From an optimization exercise on the open Yosys and OpenROAD flow, aimed at small area, a short achievable clock period and few clock cycles; shortcuts taken in it are not production practice. In this exercise RTL edits were held to simulation tests only and were not proved equivalent to the original. Power figures rest on the tool's default switching activity, not on a simulated workload.

==> build 65 <==
==> flow/design.v (excerpt) <==
module CPU_top(
    input clk,
    input reset,
    output [29:0] imem_waddr,
    input [31:0] imem_rdata,
    output dmem_en,
    output [3:0] dmem_we,
    output [29:0] dmem_waddr,
    output [31:0] dmem_wdata,
    input [31:0] dmem_rdata,
    input [4:0] dbg_addr,
    output [31:0] dbg_data
    );
Settings: LEC_CHECK=0, ABC_AREA=1, CAP_MARGIN=20, CORE_MARGIN=2, CORE_UTILIZATION=40, SETUP_SLACK_MARGIN=3, SLEW_MARGIN=20; clock period 10.5 ns.
run.sh (not shown) runs the stock make flow with config.mk's settings and CLKGATE_MAP_FILE= SYNTH_SCRIPT=/design/flow/synth_recipe.tcl, a recipe that flattens the netlist after the stock synthesis.
==> inputs of build 47, as changes to build 65 <==
--- a/flow/design.v
+++ b/flow/design.v
@@ -50,20 +50,33 @@
     generate
         for (i = 1; i < 32; i = i + 1) begin : rd
             assign sel1[i] = ra1 == i;
             assign sel2[i] = ra2 == i;
             assign sel3[i] = ra3 == i;
             assign t1[i] = t1[i-1] | ({32{sel1[i]}} & regs[i]);
             assign t2[i] = t2[i-1] | ({32{sel2[i]}} & regs[i]);
-            assign t3[i] = t3[i-1] | ({32{sel3[i]}} & regs[i]);
         end
     endgenerate
     assign rd1 = t1[31];
     assign rd2 = t2[31];
-    assign rd3 = t3[31];
+    wire [31:0] r [0:31];
+    assign r[0] = 32'd0;
+    wire [31:0] grp [0:7];
+    wire [31:0] acc [0:8];
+    assign acc[0] = 32'd0;
+    generate
+        for (i = 1; i < 32; i = i + 1) begin : rr
+            assign r[i] = regs[i];
+        end
+        for (i = 0; i < 8; i = i + 1) begin : gp
+            assign grp[i] = ra3[1] ? (ra3[0] ? r[4*i+3] : r[4*i+2]) : (ra3[0] ? r[4*i+1] : r[4*i]);
+            assign acc[i+1] = acc[i] | ({32{ra3[4:2] == i}} & grp[i]);
+        end
+    endgenerate
+    assign rd3 = acc[8];
 endmodule
 module ALU(
     input [31:0] a,
     input [31:0] b,
     input [31:0] link,
     input sub,
     input sra,
@@ -71,38 +84,46 @@
     output [31:0] res
     );
     wire [31:0] sum;
     wire co;
     assign {co, sum} = {1'b0, a} + {1'b0, b ^ {32{sub}}} + {32'd0, sub};
     wire ltu = ~co;
     wire lt  = (a[31] ^ b[31]) ? a[31] : sum[31];
-    wire [31:0] sll = a << b[4:0];
-    wire [31:0] sr  = $signed({sra & a[31], a}) >>> b[4:0];
+    wire [31:0] ar, sr, srr;
+    genvar k;
+    generate
+        for (k = 0; k < 32; k = k + 1) begin : rv
+            assign ar[k]  = a[31-k];
+            assign srr[k] = sr[31-k];
+        end
+    endgenerate
+    wire [31:0] sin = s_sll ? ar : a;
+    assign sr = $signed({sra & a[31] & ~s_sll, sin}) >>> b[4:0];
+    wire [31:0] sll = srr;
     assign res = ({32{s_add}} & sum) |
                  ({32{s_slt}} & {31'd0, lt}) |
                  ({32{s_sltu}} & {31'd0, ltu}) |
                  ({32{s_xor}} & (a ^ b)) |
                  ({32{s_or}} & (a | b)) |
                  ({32{s_and}} & (a & b)) |
                  ({32{s_sll}} & sll) |
                  ({32{s_sr}} & sr) |
                  ({32{s_link}} & link);
 endmodule
 module BranchUnit(
     input [31:0] a,
     input [31:0] b,
-    input k_eq,
-    input k_lt,
-    input k_ltu,
-    output cond
+    output eq,
+    output lt,
+    output ltu
     );
-    wire eq = a == b;
-    wire ltu = a < b;
-    wire lt  = $signed(a) < $signed(b);
-    assign cond = (k_eq & eq) | (k_lt & lt) | (k_ltu & ltu);
+    wire [32:0] d = {1'b0, a} + {1'b0, ~b} + 33'd1;
+    assign eq  = a == b;
+    assign ltu = ~d[32];
+    assign lt  = (a[31] ^ b[31]) ? a[31] : ltu;
 endmodule
 module CPU_top(
     input clk,
     input reset,
     output [29:0] imem_waddr,
     input [31:0] imem_rdata,
     output dmem_en,
@@ -130,15 +151,15 @@
     wire is_opi   = op == 5'b00100;
     wire is_op    = op == 5'b01100;
     wire use1 = is_jalr | is_br | is_load | is_store | is_opi | is_op;
     wire use2 = is_br | is_store | is_op;
     wire wr   = (is_lui | is_auipc | is_jal | is_jalr | is_load | is_opi | is_op) & (rd != 5'd0);
     wire early1 = is_jalr | is_br | is_load | is_store;
     wire early2 = is_br | is_store;
-    reg        e_we, e_load, e_store, e_br, e_jalr;
+    reg        e_we, e_load, e_store, e_br, e_jalr, e_jl;
     reg  [4:0] e_rd;
     reg        m_we, m_load;
     reg  [4:0] m_rd;
     wire m1e = rs1 == e_rd, m2e = rs2 == e_rd;
     wire m1m = rs1 == m_rd, m2m = rs2 == m_rd;
     wire e_ldw = e_we & e_load;
     wire stall = e_ldw & ((early1 & m1e) | (early2 & m2e));
@@ -154,111 +175,131 @@
     );
     wire [31:0] r1 = (m_we & m1m) ? wdata : rf1;
     wire [31:0] r2 = (m_we & m2m) ? wdata : rf2;
     wire [31:0] imm_i = {{20{ins[31]}}, ins[31:20]};
     wire [31:0] imm_s = {{20{ins[31]}}, ins[31:25], ins[11:7]};
     wire [31:0] imm_u = {ins[31:12], 12'b0};
     wire [31:0] imm   = (is_lui | is_auipc) ? imm_u : is_store ? imm_s : imm_i;
-    wire pred_b = is_br & ins[31];
-    wire pred   = is_jal | pred_b;
+    wire [22:0] hi    = pc_d[29:7];
+    wire [22:0] hi_p1 = pc_d[29:7] + 23'd1;
+    wire [22:0] hi_m1 = pc_d[29:7] - 23'd1;
+    wire [22:0] up_c1_s1 = hi,    up_c1_s0 = hi_p1;
+    wire [22:0] up_c0_s1 = hi_m1, up_c0_s0 = hi;
     wire [10:0] boff = {ins[31], ins[7], ins[30:25], ins[11:9]};
-    wire [10:0] blo;
+    wire bshort = &boff[10:6];                      
+    wire [6:0]  blo;
     wire        bc;
-    assign {bc, blo} = pc_d[10:0] + boff;
-    wire [18:0] bhi_m1 = pc_d[29:11] - 19'd1;
-    wire [29:0] btarget = {({19{bc}} & pc_d[29:11]) | ({19{~bc}} & bhi_m1), blo};
+    assign {bc, blo} = pc_d[6:0] + boff[6:0];
+    wire [22:0] bup = ({23{bc}} & up_c1_s1) | ({23{~bc}} & up_c0_s1);
+    wire [29:0] btarget = {bup, blo};
+    wire [29:0] btarget_full = pc_d + {{19{boff[10]}}, boff};
     wire [18:0] joff = {ins[31], ins[19:12], ins[20], ins[30:22]};
-    wire [18:0] jlo;
+    wire jshort = (ins[31] & (&joff[17:6])) | (~ins[31] & ~(|joff[17:6]));
+    wire [6:0]  jlo;
     wire        jc;
-    assign {jc, jlo} = pc_d[18:0] + joff;
-    wire [10:0] jhi_p1 = pc_d[29:19] + 11'd1;
-    wire [10:0] jhi_m1 = pc_d[29:19] - 11'd1;
-    wire [29:0] jtarget = {({11{jc ^~ ins[31]}} & pc_d[29:19]) | ({11{jc & ~ins[31]}} & jhi_p1) |
-                           ({11{~jc & ins[31]}} & jhi_m1), jlo};
+    assign {jc, jlo} = pc_d[6:0] + joff[6:0];
+    wire [22:0] jup1 = ({23{ins[31]}} & up_c1_s1) | ({23{~ins[31]}} & up_c1_s0);
+    wire [22:0] jup0 = ({23{ins[31]}} & up_c0_s1) | ({23{~ins[31]}} & up_c0_s0);
+    wire [22:0] jup  = ({23{jc}} & jup1) | ({23{~jc}} & jup0);
+    wire [29:0] jtarget_s = {jup, jlo};
+    wire pred_b = is_br & bshort;
+    wire pred_j = is_jal & jshort;
+    wire pred   = pred_j | pred_b;
+    wire jlong  = is_jal & ~jshort;
     wire [29:0] pc_inc = pc_d + 30'd1;
     wire n_r = ~reset & redirect;
     wire n_s = ~reset & ~redirect & stall;
     wire n_b = ~reset & ~redirect & ~stall & pred_b;
-    wire n_j = ~reset & ~redirect & is_jal;
+    wire n_j = ~reset & ~redirect & pred_j;
     wire n_i = ~reset & ~redirect & ~stall & ~pred;
     wire [29:0] npc = ({30{n_r}} & rtarget) | ({30{n_s}} & pc_d) | ({30{n_b}} & btarget) |
-                      ({30{n_j}} & jtarget) | ({30{n_i}} & pc_inc);
+                      ({30{n_j}} & jtarget_s) | ({30{n_i}} & pc_inc);
     assign imem_waddr = npc;
     always @(posedge clk or posedge reset) begin
         if (reset) pc_d <= 30'd0;
         else       pc_d <= npc;
     end
     wire alu_op = is_op | is_opi;
     wire sub_d  = (alu_op & (f3 == 3'b010 | f3 == 3'b011)) | (is_op & f3 == 3'b000 & ins[30]);
     reg [31:0] ea, eb, es;
     reg        e_sub, e_sra;
     reg        s_add, s_slt, s_sltu, s_xor, s_or, s_and, s_sll, s_sr, s_link;
     reg        k_eq, k_lt, k_ltu, k_inv;
     reg [1:0]  e_sz;
     reg        e_lu;
     reg        fa, fb, fs;
+    reg        f_ee, f_me, f_em;
+    wire fa_d = use1 & e_we & m1e;
+    wire fb_d = (is_op | is_br) & e_we & m2e;
     wire mv = ~stall & ~redirect;
     always @(posedge clk or posedge reset) begin
         if (reset) begin
-            e_we <= 1'b0; e_load <= 1'b0; e_store <= 1'b0; e_br <= 1'b0; e_jalr <= 1'b0;
+            e_we <= 1'b0; e_load <= 1'b0; e_store <= 1'b0; e_br <= 1'b0; e_jalr <= 1'b0; e_jl <= 1'b0;
         end else begin
             e_we    <= mv & wr;
             e_load  <= mv & is_load;
             e_store <= mv & is_store;
             e_br    <= mv & is_br;
             e_jalr  <= mv & is_jalr;
+            e_jl    <= mv & jlong;
         end
     end
     always @(posedge clk) begin
         e_rd   <= rd;
         e_sz   <= f3[1:0];
         e_lu   <= f3[2];
         k_eq   <= ~f3[2];
         k_lt   <= f3[2] & ~f3[1];
         k_ltu  <= f3[2] & f3[1];
-        k_inv  <= f3[0] ^ ins[31];
+        k_inv  <= f3[0] ^ bshort;
         e_sub  <= sub_d;
         e_sra  <= ins[30];
         s_add  <= alu_op ? f3 == 3'b000 : ~(is_jal | is_jalr);
         s_slt  <= alu_op & f3 == 3'b010;
         s_sltu <= alu_op & f3 == 3'b011;
         s_xor  <= alu_op & f3 == 3'b100;
         s_or   <= alu_op & f3 == 3'b110;
         s_and  <= alu_op & f3 == 3'b111;
         s_sll  <= alu_op & f3 == 3'b001;
         s_sr   <= alu_op & f3 == 3'b101;
         s_link <= is_jal | is_jalr;
-        ea <= use1 ? r1 : is_auipc ? {pc_d, 2'b00} : 32'd0;
-        eb <= (is_op | is_br) ? r2 : imm;
-        es <= is_store ? r2 : (is_jal | is_jalr | pred_b) ? {pc_inc, 2'b00} : {btarget_fwd, 2'b00};
-        fa <= use1 & e_we & m1e;
-        fb <= (is_op | is_br) & e_we & m2e;
+        ea <= use1 ? r1 : (is_auipc | jlong) ? {pc_d, 2'b00} : 32'd0;
+        eb <= (is_op | is_br) ? r2 : jlong ? {{11{ins[31]}}, joff, 2'b00} : imm;
+        es <= is_store ? r2 : (is_jal | is_jalr | pred_b) ? {pc_inc, 2'b00} : {btarget_full, 2'b00};
+        f_ee <= ~fa_d & ~fb_d;
+        f_me <= fa_d & ~fb_d;
+        f_em <= ~fa_d & fb_d;
+        fa <= fa_d;
+        fb <= fb_d;
         fs <= is_store & e_we & m2e;
     end
-    wire [18:0] fhi_p1 = pc_d[29:11] + 19'd1;
-    wire [29:0] btarget_fwd = {bc ? fhi_p1 : pc_d[29:11], blo};
     reg  [31:0] m_res;
-    wire [31:0] ae = fa ? m_res : ea;
-    wire [31:0] be = fb ? m_res : eb;
     wire [31:0] se = fs ? m_res : es;
     wire [31:0] al = fa ? wdata : ea;
     wire [31:0] bl = fb ? wdata : eb;
     wire [31:0] res;
     ALU ALU0 (
         .a(al), .b(bl), .link(es), .sub(e_sub), .sra(e_sra),
         .s_add(s_add), .s_slt(s_slt), .s_sltu(s_sltu), .s_xor(s_xor), .s_or(s_or),
         .s_and(s_and), .s_sll(s_sll), .s_sr(s_sr), .s_link(s_link),
         .res(res)
     );
-    wire [31:0] addr;
-    assign addr = ae + eb;
-    wire cond;
-    BranchUnit BU (.a(ae), .b(be), .k_eq(k_eq), .k_lt(k_lt), .k_ltu(k_ltu), .cond(cond));
-    assign redirect = e_jalr | (e_br & (cond ^ k_inv));
-    assign rtarget  = e_jalr ? addr[31:2] : es[31:2];
+    wire [31:0] addr_e = ea + eb;
+    wire [31:0] addr_m = m_res + eb;
+    wire [31:0] addr = fa ? addr_m : addr_e;
+    wire eq_ee, lt_ee, ltu_ee, eq_me, lt_me, ltu_me, eq_em, lt_em, ltu_em;
+    BranchUnit c_ee (.a(ea), .b(eb), .eq(eq_ee), .lt(lt_ee), .ltu(ltu_ee));
+    BranchUnit c_me (.a(m_res), .b(eb), .eq(eq_me), .lt(lt_me), .ltu(ltu_me));
+    BranchUnit c_em (.a(ea), .b(m_res), .eq(eq_em), .lt(lt_em), .ltu(ltu_em));
+    wire eq  = (f_ee & eq_ee) | (f_me & eq_me) | (f_em & eq_em) | (fa & fb);
+    wire lt  = (f_ee & lt_ee) | (f_me & lt_me) | (f_em & lt_em);
+    wire ltu = (f_ee & ltu_ee) | (f_me & ltu_me) | (f_em & ltu_em);
+    wire cond = (k_eq & eq) | (k_lt & lt) | (k_ltu & ltu);
+    assign redirect = e_jalr | e_jl | (e_br & (cond ^ k_inv));
+    assign rtarget  = (e_jalr | e_jl) ? addr[31:2] : es[31:2];
     wire [3:0]  st_mask;
     wire [31:0] st_data;
     StoreMask SM (.f3(e_sz), .addr(addr[1:0]), .data(se), .mask(st_mask), .wdata(st_data));
     assign dmem_en    = e_load | e_store;
     assign dmem_we    = e_store ? st_mask : 4'd0;
     assign dmem_waddr = addr[31:2];
     assign dmem_wdata = st_data;
==> flow/flow/run.sh (new file) <==
#!/bin/bash
set -euo pipefail
export BUFFER_PORTS_ARGS="-buffer_cell sky130_fd_sc_hd__buf_4"
bash standard.sh > standard.log 2>&1
==> flow/standard.sh (new file) <==
#!/bin/bash
# synth_recipe.tcl (not shown) runs the flow's synth.tcl, then flattens the netlist and writes it again
# the make line also repeats each setting of config.mk as NAME=value (left out here)
make -C /OpenROAD-flow-scripts/flow DESIGN_CONFIG=/design/flow/config.mk WORK_HOME=/design/flow/orfs CLKGATE_MAP_FILE= SYNTH_SCRIPT=/design/flow/synth_recipe.tcl "${@:-finish}"
--- a/flow/config.mk
+++ b/flow/config.mk
@@ -5,9 +5,11 @@
 export SDC_FILE = /design/flow/constraint.sdc
 export NUM_CORES = 4
 export LEC_CHECK = 0
 export ABC_AREA = 1
 export CAP_MARGIN = 20
 export CORE_MARGIN = 2
 export CORE_UTILIZATION = 40
-export SETUP_SLACK_MARGIN = 3
+export CTS_CLUSTER_DIAMETER = 80
+export CTS_CLUSTER_SIZE = 18
+export SETUP_SLACK_MARGIN = 4
 export SLEW_MARGIN = 20
removed: flow/run.sh
==> qor summary <==
item                                                                                           build 65                  build 47
Run status                                                             no timing/DRC/antenna violations  no timing/DRC/antenna violations
Crit path capture type                                                                       output pin                 flip-flop
Design Area, Final                                                                           85600 um^2                88300 um^2
Origin of the worst setup path                                                              dbg_addr[1]            imem_rdata[24]
Initial antenna violation count                                                                      60                        41
Worst Skew                                                                                    0.0535 ns                 0.0874 ns
Fraction of area in clock buffers and inverters                                                   5.35%                     3.70%
Number of vias in the routed layout                                                               79900                     82200
Highest-delay cell along the critical path                             sky130_fd_sc_hd__clkdlybuf4s50_1  sky130_fd_sc_hd__nand3_1
Endpoint arrival time on the critical path                                                      5.63 ns                   7.44 ns
Library cells used by synthesis                                                                      72                        66
Multi-input gate share of the layout cell area                                                    39.3%                     42.4%
Post-CTS setup buffer count                                                                          49                        38
Via count of the first global-routing pass                                                        71500                     74500
Proportion of synthesized flip-flops having asynchronous set or reset                             3.11%                     3.18%
Worst supply voltage drop on vdd                                                               0.167 mV                  0.146 mV
Combined flip-flop and latch cell area                                                       34000 um^2                34100 um^2
Portion of total power attributed to sequential cells                                             41.8%                     43.7%
Fraction of layout cells with a size suffix above 1                                               10.6%                     12.2%
Area growth, synth to finish                                                                      17.7%                     15.8%
Floorplan die height                                                                             430 um                    441 um
Slew at the pin closest to its max-slew limit                                                   1.43 ns                   1.42 ns
Final weighted congestion in routability-driven placement                                          1.08                      1.08
Average via count per standard cell                                                                6.93                      6.74
Critical path class                                                                           in -> out                 in -> reg
Testbench counts of build 65, summed over its fixed seeds: cycles 104,565.
Testbench counts of build 47, summed over its fixed seeds: cycles 104,565.

[port drivers added, routing unchanged]
No port has a modelled driver above. Below, the same layouts with a new extraction and two added sets of constraints. Step 1, drivers: a clkbuf_16 drives clk and a buf_2 each remaining input, both assumed. Step 2 moves the port delays by t, midway between the first and last clock arrival at a register: inputs arrive t later, outputs are due t later. That takes back most of the time a late clock gives input paths. a / b / c = ideal / step 1 / step 2; a / b = the first two.
run	t (ns)	setup WS [ns]	worst setup path after step 2
build 65	0.932	2.767 / 2.540 / 2.540	input to output
build 47	0.891	3.726 / 3.551 / 2.818	input to register
After both steps every run listed still meets setup and hold. For build 47, which loses most, drivers alone change the setup slack by -0.175 ns; drivers and shift together by -0.908 ns.
